Source: an optimization exercise on an open RTL-to-GDS flow (aim: small area). Production flows keep margins and buffers that such runs may drop.
At most, simulation tests tie the RTL to the original design; equivalence was not proved.
Power is estimated from default activity; no workload was simulated.

## run A
==> flow/design.v <==
module sampler
(
  input  wire       clk_in_i,            
  input  wire       rst_n_ddmtdclk_i,    
  input  wire       clk_ddmtd_i,         
  output reg       clk_sampled_o         
);
  reg  clk_i_d0;
  reg  clk_i_d1;
  reg  clk_i_d2;
  always @(posedge clk_ddmtd_i) begin
    if (!rst_n_ddmtdclk_i) begin
    clk_i_d0 <= 1'b0;
    clk_i_d1 <= 1'b1;
    clk_i_d2 <= 1'b1;
    clk_sampled_o <= 1'b1;
    end
    else begin
    clk_i_d0      <= clk_in_i;
    clk_i_d1      <= ~clk_i_d0;  
    clk_i_d2      <= clk_i_d1;
    clk_sampled_o <= clk_i_d2;
    end
  end
endmodule
module deglitcher
(
  input  wire        rst_n_ddmtdclk_i,
  input  wire        clk_in_i,
  input  wire        clk_ddmtd_i,
  input  wire [15:0] deglitch_threshold_i,
  output reg  [15:0] tag_o,
  output wire        tag_p_o
);
  reg  [1:0]  state;
  reg  [15:0] stab_cntr;
  wire clk_sampled;
  sampler sampler_inst (
    .clk_in_i         (clk_in_i),
    .rst_n_ddmtdclk_i (rst_n_ddmtdclk_i),
    .clk_ddmtd_i      (clk_ddmtd_i),
    .clk_sampled_o    (clk_sampled)
  );
  wire got_edge  = state[1] &  state[0];
  wire wait_edge = state[1] & ~state[0];
  wire eq        = (stab_cntr == deglitch_threshold_i);
  wire clr       = got_edge ? (eq | ~clk_sampled) : clk_sampled;
  assign tag_p_o = ~state[1] & state[0];
  wire [16:0] stab_c, tag_c;
  assign stab_c[0] = 1'b1;
  assign stab_c[16:1] = stab_c[15:0] & stab_cntr;
  always @(posedge clk_ddmtd_i) begin
    if (!rst_n_ddmtdclk_i) begin
      state     <= 2'b00;
      stab_cntr <= 16'd0;
    end else begin
      state[1]  <= state[1] ? ~(got_edge & eq) : eq;
      state[0]  <= state[1] & (state[0] | clk_sampled);
      stab_cntr <= clr ? 16'd0 : stab_cntr ^ stab_c[15:0];
    end
  end
  wire tag_inc = ~(got_edge & ~clk_sampled & ~eq);
  always @(posedge clk_ddmtd_i)
    tag_o <= (wait_edge & clk_sampled) ? 16'd0 : tag_o ^ tag_c[15:0];
  assign tag_c[0] = tag_inc;
  assign tag_c[16:1] = tag_c[15:0] & tag_o;
endmodule
module ddmtd
#(
  parameter integer COUNTER_BIT_WIDTH = 16
)
(
  input  wire rst_n_ddmtdclk_i,
  input  wire clk_a_i,
  input  wire clk_b_i,
  input  wire clk_ddmtd_i,
  input  wire [15:0]  deglitch_threshold_i,
  output wire signed [COUNTER_BIT_WIDTH-1:0] phase_diff_o,
  output reg                                 phase_diff_p_o
);
  wire [15:0] rel_a, rel_b;
  wire        tag_a_p, tag_b_p;
  deglitcher deglitcher_inst_a (
    .rst_n_ddmtdclk_i     (rst_n_ddmtdclk_i),
    .clk_in_i             (clk_a_i),
    .clk_ddmtd_i          (clk_ddmtd_i),
    .deglitch_threshold_i (deglitch_threshold_i),
    .tag_o                (rel_a),
    .tag_p_o              (tag_a_p)
  );
  deglitcher deglitcher_inst_b (
    .rst_n_ddmtdclk_i     (rst_n_ddmtdclk_i),
    .clk_in_i             (clk_b_i),
    .clk_ddmtd_i          (clk_ddmtd_i),
    .deglitch_threshold_i (deglitch_threshold_i),
    .tag_o                (rel_b),
    .tag_p_o              (tag_b_p)
  );
  reg         wait_a, wait_b;
  reg  [15:0] temp;             
  wire        wait_tag = phase_diff_p_o | ~(wait_a | wait_b);
  wire        load     = wait_tag & (tag_a_p ^ tag_b_p);
  always @(posedge clk_ddmtd_i) begin
    if (!rst_n_ddmtdclk_i) begin
      phase_diff_p_o <= 1'b0;
      wait_a         <= 1'b0;
      wait_b         <= 1'b0;
    end else if (wait_tag) begin
      phase_diff_p_o <= tag_a_p & tag_b_p;
      wait_a         <= tag_b_p & ~tag_a_p;
      wait_b         <= tag_a_p & ~tag_b_p;
    end else begin
      phase_diff_p_o <= wait_a ? tag_a_p : tag_b_p;
    end
  end
  wire [15:0] temp_base = load ? (tag_a_p ? rel_a : rel_b) : temp;
  wire [16:0] temp_c;
  assign temp_c[0] = 1'b1;
  assign temp_c[16:1] = temp_c[15:0] & temp_base;
  always @(posedge clk_ddmtd_i)
    temp <= temp_base ^ temp_c[15:0];
  wire [15:0] x  = wait_a ? temp : rel_b;
  wire [15:0] yn = ~(wait_b ? temp : rel_a);
  wire [16:0] c;
  assign c[0] = 1'b1;
  assign c[16:1] = (x & yn) | (c[15:0] & (x ^ yn));
  assign phase_diff_o = x ^ yn ^ c[15:0];
endmodule
Settings: LEC_CHECK=0, CAP_MARGIN=20, CORE_MARGIN=2, CORE_UTILIZATION=60, CTS_BUF_LIST=sky130_fd_sc_hd__clkbuf_4 sky130_fd_sc_hd__clkbuf_8, GPL_TIMING_DRIVEN=0, SLEW_MARGIN=20; clock period 4.0 ns.
run.sh (not shown) runs the stock make flow with config.mk's settings and CLKGATE_MAP_FILE= SYNTH_SCRIPT=/design/flow/synth_recipe.tcl, a recipe that flattens the netlist after the stock synthesis.
Although run A finished all stages, its layout failed final checks on negative setup slack.
Here is what was changed in the inputs of run B compared with run A.
--- a/flow/design.v
+++ b/flow/design.v
@@ -72,14 +72,14 @@
 (
   input  wire rst_n_ddmtdclk_i,
   input  wire clk_a_i,
   input  wire clk_b_i,
   input  wire clk_ddmtd_i,
   input  wire [15:0]  deglitch_threshold_i,
-  output wire signed [COUNTER_BIT_WIDTH-1:0] phase_diff_o,
-  output reg                                 phase_diff_p_o
+  output reg signed [COUNTER_BIT_WIDTH-1:0] phase_diff_o,
+  output reg                                phase_diff_p_o
 );
   wire [15:0] rel_a, rel_b;
   wire        tag_a_p, tag_b_p;
   deglitcher deglitcher_inst_a (
     .rst_n_ddmtdclk_i     (rst_n_ddmtdclk_i),
     .clk_in_i             (clk_a_i),
@@ -95,34 +95,50 @@
     .deglitch_threshold_i (deglitch_threshold_i),
     .tag_o                (rel_b),
     .tag_p_o              (tag_b_p)
   );
   reg         wait_a, wait_b;
   reg  [15:0] temp;             
-  wire        wait_tag = phase_diff_p_o | ~(wait_a | wait_b);
+  wire        wait_tag = ~(wait_a | wait_b);
   wire        load     = wait_tag & (tag_a_p ^ tag_b_p);
   always @(posedge clk_ddmtd_i) begin
     if (!rst_n_ddmtdclk_i) begin
       phase_diff_p_o <= 1'b0;
       wait_a         <= 1'b0;
       wait_b         <= 1'b0;
     end else if (wait_tag) begin
       phase_diff_p_o <= tag_a_p & tag_b_p;
       wait_a         <= tag_b_p & ~tag_a_p;
       wait_b         <= tag_a_p & ~tag_b_p;
     end else begin
       phase_diff_p_o <= wait_a ? tag_a_p : tag_b_p;
+      wait_a         <= wait_a & ~tag_a_p;
+      wait_b         <= wait_b & ~tag_b_p;
     end
   end
   wire [15:0] temp_base = load ? (tag_a_p ? rel_a : rel_b) : temp;
   wire [16:0] temp_c;
   assign temp_c[0] = 1'b1;
   assign temp_c[16:1] = temp_c[15:0] & temp_base;
   always @(posedge clk_ddmtd_i)
     temp <= temp_base ^ temp_c[15:0];
   wire [15:0] x  = wait_a ? temp : rel_b;
   wire [15:0] yn = ~(wait_b ? temp : rel_a);
+  wire [15:0] g  = x & yn;
+  wire [15:0] p  = x ^ yn;
   wire [16:0] c;
   assign c[0] = 1'b1;
-  assign c[16:1] = (x & yn) | (c[15:0] & (x ^ yn));
-  assign phase_diff_o = x ^ yn ^ c[15:0];
+  genvar k;
+  generate
+    for (k = 0; k < 16; k = k + 4) begin : cla
+      assign c[k+1] = g[k]   | (p[k]   & c[k]);
+      assign c[k+2] = g[k+1] | (p[k+1] & g[k]) | (p[k+1] & p[k] & c[k]);
+      assign c[k+3] = g[k+2] | (p[k+2] & g[k+1]) | (p[k+2] & p[k+1] & g[k])
+                    | (p[k+2] & p[k+1] & p[k] & c[k]);
+      assign c[k+4] = g[k+3] | (p[k+3] & g[k+2]) | (p[k+3] & p[k+2] & g[k+1])
+                    | (p[k+3] & p[k+2] & p[k+1] & g[k])
+                    | (p[k+3] & p[k+2] & p[k+1] & p[k] & c[k]);
+    end
+  endgenerate
+  always @(posedge clk_ddmtd_i)
+    phase_diff_o <= p ^ c[15:0];
 endmodule
[summary]
- The final layout from run B, which completed every stage, passed the timing, design-rule and antenna checks at the end of the flow.
- Ran to the end and failed final checks on negative setup slack: run A.
- Met2 wire length, run B and run A: larger value in run B
- Highest-delay cell along the critical path = fa_2: run A; highest-delay cell along the critical path = or3_4: run B
- The CTS clock-pin slew for the worst setup and hold paths on run A is in line with that on run B.
- Non-clock inverter instance count of the final layout: run B vs run A down 3
- Run B vs run A on combinational group power: run B is the lower one.
- Compared run B vs run A, and first-pass GRT wire length is up in run B.
- Sequential share of cell area for run B: 4.1 points up relative to run A
- The higher buffer share of cell area of run B and run A is in run A.
- Run B vs run A, proportion of power drawn by the clock network went down by 0.5 points.
No functional check of the RTL was part of any run of this note.

RTL: the design.v shown in full above, as it stands there.
export LEC_CHECK = 0
export CAP_MARGIN = 20
export CORE_MARGIN = 2
export CORE_UTILIZATION = 40
export SLEW_MARGIN = 20
create_clock -name core_clock -period 4.0 [get_ports {clk_ddmtd_i}]
The first run produced a layout that fails on setup timing.
Rerun with:
--- a/flow/design.v
+++ b/flow/design.v
@@ -47,7 +47,4 @@
   wire clr       = got_edge ? (eq | ~clk_sampled) : clk_sampled;
   assign tag_p_o = ~state[1] & state[0];
-  wire [16:0] stab_c, tag_c;
-  assign stab_c[0] = 1'b1;
-  assign stab_c[16:1] = stab_c[15:0] & stab_cntr;
   always @(posedge clk_ddmtd_i) begin
     if (!rst_n_ddmtdclk_i) begin
@@ -57,12 +54,13 @@
       state[1]  <= state[1] ? ~(got_edge & eq) : eq;
       state[0]  <= state[1] & (state[0] | clk_sampled);
-      stab_cntr <= clr ? 16'd0 : stab_cntr ^ stab_c[15:0];
+      stab_cntr <= clr ? 16'd0 : stab_cntr + 16'd1;
     end
   end
-  wire tag_inc = ~(got_edge & ~clk_sampled & ~eq);
-  always @(posedge clk_ddmtd_i)
-    tag_o <= (wait_edge & clk_sampled) ? 16'd0 : tag_o ^ tag_c[15:0];
-  assign tag_c[0] = tag_inc;
-  assign tag_c[16:1] = tag_c[15:0] & tag_o;
+  always @(posedge clk_ddmtd_i) begin
+    if (wait_edge & clk_sampled)
+      tag_o <= 16'd0;
+    else if (~(got_edge & ~clk_sampled & ~eq))
+      tag_o <= tag_o + 16'd1;
+  end
 endmodule
 module ddmtd
@@ -114,15 +112,6 @@
     end
   end
-  wire [15:0] temp_base = load ? (tag_a_p ? rel_a : rel_b) : temp;
-  wire [16:0] temp_c;
-  assign temp_c[0] = 1'b1;
-  assign temp_c[16:1] = temp_c[15:0] & temp_base;
   always @(posedge clk_ddmtd_i)
-    temp <= temp_base ^ temp_c[15:0];
-  wire [15:0] x  = wait_a ? temp : rel_b;
-  wire [15:0] yn = ~(wait_b ? temp : rel_a);
-  wire [16:0] c;
-  assign c[0] = 1'b1;
-  assign c[16:1] = (x & yn) | (c[15:0] & (x ^ yn));
-  assign phase_diff_o = x ^ yn ^ c[15:0];
+    temp <= (load ? (tag_a_p ? rel_a : rel_b) : temp) + 16'd1;
+  assign phase_diff_o = (wait_a ? temp : rel_b) - (wait_b ? temp : rel_a);
 endmodule
Now the flow finished clean.
Wire length came out higher by 48%.
Final area came out higher by 5.7%.
Worst setup slack gains 3.7 ns.
Non-clock buffer count came out higher by 7.
Clock skew stays flat.
Count of clock-buffer cells in the layout came out lower by 4.
Synthesized cell count came out higher by 38%.
No functional check of the RTL was part of the first run of this note.

## onyx
ddmtd, a different RTL version from the one above (not shown whole).
Size in the first run: about 470 cells after synthesis, about 95 flip-flops, about 37 I/O pins.
==> module ddmtd, before the edit <==
module ddmtd
#(
  parameter integer COUNTER_BIT_WIDTH = 16
)
(
  input  wire rst_n_ddmtdclk_i,
  input  wire clk_a_i,
  input  wire clk_b_i,
  input  wire clk_ddmtd_i,
  input  wire [15:0]  deglitch_threshold_i,
  output wire signed [COUNTER_BIT_WIDTH-1:0] phase_diff_o,
  output reg                                 phase_diff_p_o
);
  wire [15:0] rel_a, rel_b;
  wire        tag_a_p, tag_b_p;
  deglitcher deglitcher_inst_a (
    .rst_n_ddmtdclk_i     (rst_n_ddmtdclk_i),
    .clk_in_i             (clk_a_i),
    .clk_ddmtd_i          (clk_ddmtd_i),
    .deglitch_threshold_i (deglitch_threshold_i),
    .tag_o                (rel_a),
    .tag_p_o              (tag_a_p)
  );
  deglitcher deglitcher_inst_b (
    .rst_n_ddmtdclk_i     (rst_n_ddmtdclk_i),
    .clk_in_i             (clk_b_i),
    .clk_ddmtd_i          (clk_ddmtd_i),
    .deglitch_threshold_i (deglitch_threshold_i),
    .tag_o                (rel_b),
    .tag_p_o              (tag_b_p)
  );
  reg  wait_a, wait_b;
  wire wait_tag = ~(wait_a | wait_b);
  wire done_a   = wait_a & tag_a_p;                  
  wire done_b   = wait_b & tag_b_p;                  
  wire both     = wait_tag & tag_a_p & tag_b_p;      
  wire only_a   = wait_tag & tag_a_p & ~tag_b_p;     
  wire only_b   = wait_tag & tag_b_p & ~tag_a_p;     
  always @(posedge clk_ddmtd_i) begin
    if (!rst_n_ddmtdclk_i) begin
      phase_diff_p_o <= 1'b0;
      wait_a         <= 1'b0;
      wait_b         <= 1'b0;
    end else begin
      phase_diff_p_o <= both | done_a | done_b;
      wait_a         <= only_b | (wait_a & ~tag_a_p);
      wait_b         <= only_a | (wait_b & ~tag_b_p);
    end
  end
  reg  [15:0] temp;
  wire        a_rel_b  = tag_b_p & ~wait_a;                
  wire        a_temp   = wait_a | (wait_b & ~tag_b_p);     
  wire        b_nrel_a = only_a | both | done_a;
  wire        b_ones   = wait_b & ~tag_b_p;
  wire        ci       = ~(wait_b | only_a);
  wire [15:0] a = ({16{a_rel_b}} & rel_b) | ({16{a_temp}} & temp);
  wire [15:0] b = ({16{b_nrel_a}} & ~rel_a) | ({16{done_b}} & temp) | {16{b_ones}};
  wire [15:0] g = a & b;
  wire [15:0] p = a ^ b;
  wire [16:0] c;
  assign c[0] = ci;
  genvar k;
  generate
    for (k = 0; k < 16; k = k + 4) begin : cla
      assign c[k+1] = g[k]   | (p[k]   & c[k]);
      assign c[k+2] = g[k+1] | (p[k+1] & g[k]) | (p[k+1] & p[k] & c[k]);
      assign c[k+3] = g[k+2] | (p[k+2] & g[k+1]) | (p[k+2] & p[k+1] & g[k])
                    | (p[k+2] & p[k+1] & p[k] & c[k]);
      assign c[k+4] = g[k+3] | (p[k+3] & g[k+2]) | (p[k+3] & p[k+2] & g[k+1])
                    | (p[k+3] & p[k+2] & p[k+1] & g[k])
                    | (p[k+3] & p[k+2] & p[k+1] & p[k] & c[k]);
    end
  endgenerate
  always @(posedge clk_ddmtd_i)
    temp <= p ^ c[15:0];
  assign phase_diff_o = temp;
endmodule
Settings: LEC_CHECK=0, CAP_MARGIN=0, CORE_MARGIN=2, CORE_UTILIZATION=60, CTS_BUF_LIST=sky130_fd_sc_hd__clkbuf_4 sky130_fd_sc_hd__clkbuf_8, GPL_TIMING_DRIVEN=0, SLEW_MARGIN=0; clock period 4.0 ns.
standard.sh (not shown) runs the stock make flow with config.mk's settings and CLKGATE_MAP_FILE= SYNTH_SCRIPT=/design/flow/synth_recipe.tcl, a recipe that flattens the netlist after the stock synthesis.
==> flow/flow/run.sh <==
#!/bin/bash
# The standard layout (standard.sh), with three changes:
#  - synthesis maps the logic with an area-oriented ABC script (flow/area.abc)
#    instead of ORFS's speed script; everything else in synthesis, and so every
#    register, is as in the standard synthesis;
#  - the port buffers are the smallest buffer (buf_1);
#  - clock tree synthesis adds no dummy loads.
set -e
W=$(pwd)
export BUFFER_PORTS_ARGS="-buffer_cell sky130_fd_sc_hd__buf_1"
export CTS_ARGS="-sink_clustering_enable -repair_clock_nets -dont_use_dummy_load -buf_list {sky130_fd_sc_hd__clkbuf_4 sky130_fd_sc_hd__clkbuf_8}"
cat > "$W/flow_synth.tcl" <<EOT
proc abc {args} {
  set i [lsearch -exact \$args -script]
  if { \$i >= 0 } { lset args [expr { \$i + 1 }] $W/flow/area.abc }
  yosys abc {*}\$args
}
source $W/synth_recipe.tcl
EOT
bash standard.sh SYNTH_SCRIPT="$W/flow_synth.tcl" finish > standard.log 2>&1
==> flow/flow/area.abc <==
&get -n
&st
&syn2
&dch -f
&nf -a -R 1000
&put
For indigo, these inputs were changed with respect to onyx:
diff --git a/flow/design.v b/flow/design.v
--- a/flow/design.v
+++ b/flow/design.v
@@ -128,21 +128,16 @@
       wait_a         <= only_b | (wait_a & ~tag_a_p);
       wait_b         <= only_a | (wait_b & ~tag_b_p);
     end
   end
   reg  [15:0] temp;
-  wire        a_rel_b  = tag_b_p & ~wait_a;                
-  wire        a_temp   = wait_a | (wait_b & ~tag_b_p);     
-  wire        b_nrel_a = only_a | both | done_a;
-  wire        b_ones   = wait_b & ~tag_b_p;
-  wire        ci       = ~(wait_b | only_a);
-  wire [15:0] a = ({16{a_rel_b}} & rel_b) | ({16{a_temp}} & temp);
-  wire [15:0] b = ({16{b_nrel_a}} & ~rel_a) | ({16{done_b}} & temp) | {16{b_ones}};
+  wire [15:0] a = only_a ? rel_a : ((only_b | both | done_b) ? rel_b : temp);
+  wire [15:0] b = ~(({16{~(both | done_a)}} | rel_a) & ({16{~done_b}} | temp));
   wire [15:0] g = a & b;
   wire [15:0] p = a ^ b;
   wire [16:0] c;
-  assign c[0] = ci;
+  assign c[0] = 1'b1;
   genvar k;
   generate
     for (k = 0; k < 16; k = k + 4) begin : cla
       assign c[k+1] = g[k]   | (p[k]   & c[k]);
       assign c[k+2] = g[k+1] | (p[k+1] & g[k]) | (p[k+1] & p[k] & c[k]);
Findings:
onyx was carried through to the last stage, and its layout satisfied the timing, design-rule and antenna checks. indigo: PASS, flow complete, no timing, DRC or antenna violations. The run showing the smaller wire length is indigo. Re tightest slew margin relative to the limit: indigo and onyx aren't equal, and the lower value belongs to indigo. indigo vs. onyx: overall power of the completed layout now sits higher, fraction of met3 tracks used by global routing was more or less identical, leakage power summed over all cells went up. Min placed wire-length estimate after detailed placement across indigo and onyx: onyx. Looking at worst supply voltage drop on vdd, indigo sits below onyx. Comparing onyx with indigo, the worst hold slack came out essentially unchanged. Taking indigo as 1.0, onyx lands at 0.70 on number of DRC markers after the initial detailed-route iteration. indigo: combinational power share is 12 points higher than what onyx reported. Setup slack in indigo is larger than in onyx.

## static timing again, ports no longer ideal
How much do the figures lean on ideal ports? The routed layouts below were timed once more, with nothing changed but the port constraints. Step 1: set_driving_cell puts a clkbuf_16 on clk_ddmtd_i and a buf_2 on each other input, an assumption about the parent block. Step 2 moves the port delays by t, midway between the first and last clock arrival at a register: inputs arrive t later, outputs are due t later. That takes back most of the time a late clock gives input paths. Slacks: no drivers / after step 1 / after step 2; pairs: no drivers / after step 1.
run	t, ns	setup WS [ns]	worst setup path at the end	pins driven straight from the clock port
run A	0.391	-3.655 / -3.689 / -3.298	register to output	1
run B	0.402	0.036 / 0.032 / -0.371	input to register	1
the first run of note 2	0.379	-3.597 / -3.636 / -3.257	register to output	1
the second run of note 2	0.398	0.144 / 0.099 / 0.497	register to output	1
onyx	0.369	0.217 / 0.217 / -0.086	input to register	1
indigo	0.377	0.236 / 0.246 / -0.131	input to register	1
With both steps, setup timing fails in run B, onyx and indigo, where it was met with ideal ports. For run B, which loses most, drivers alone change the setup slack by -0.004 ns; drivers and shift together by -0.407 ns.
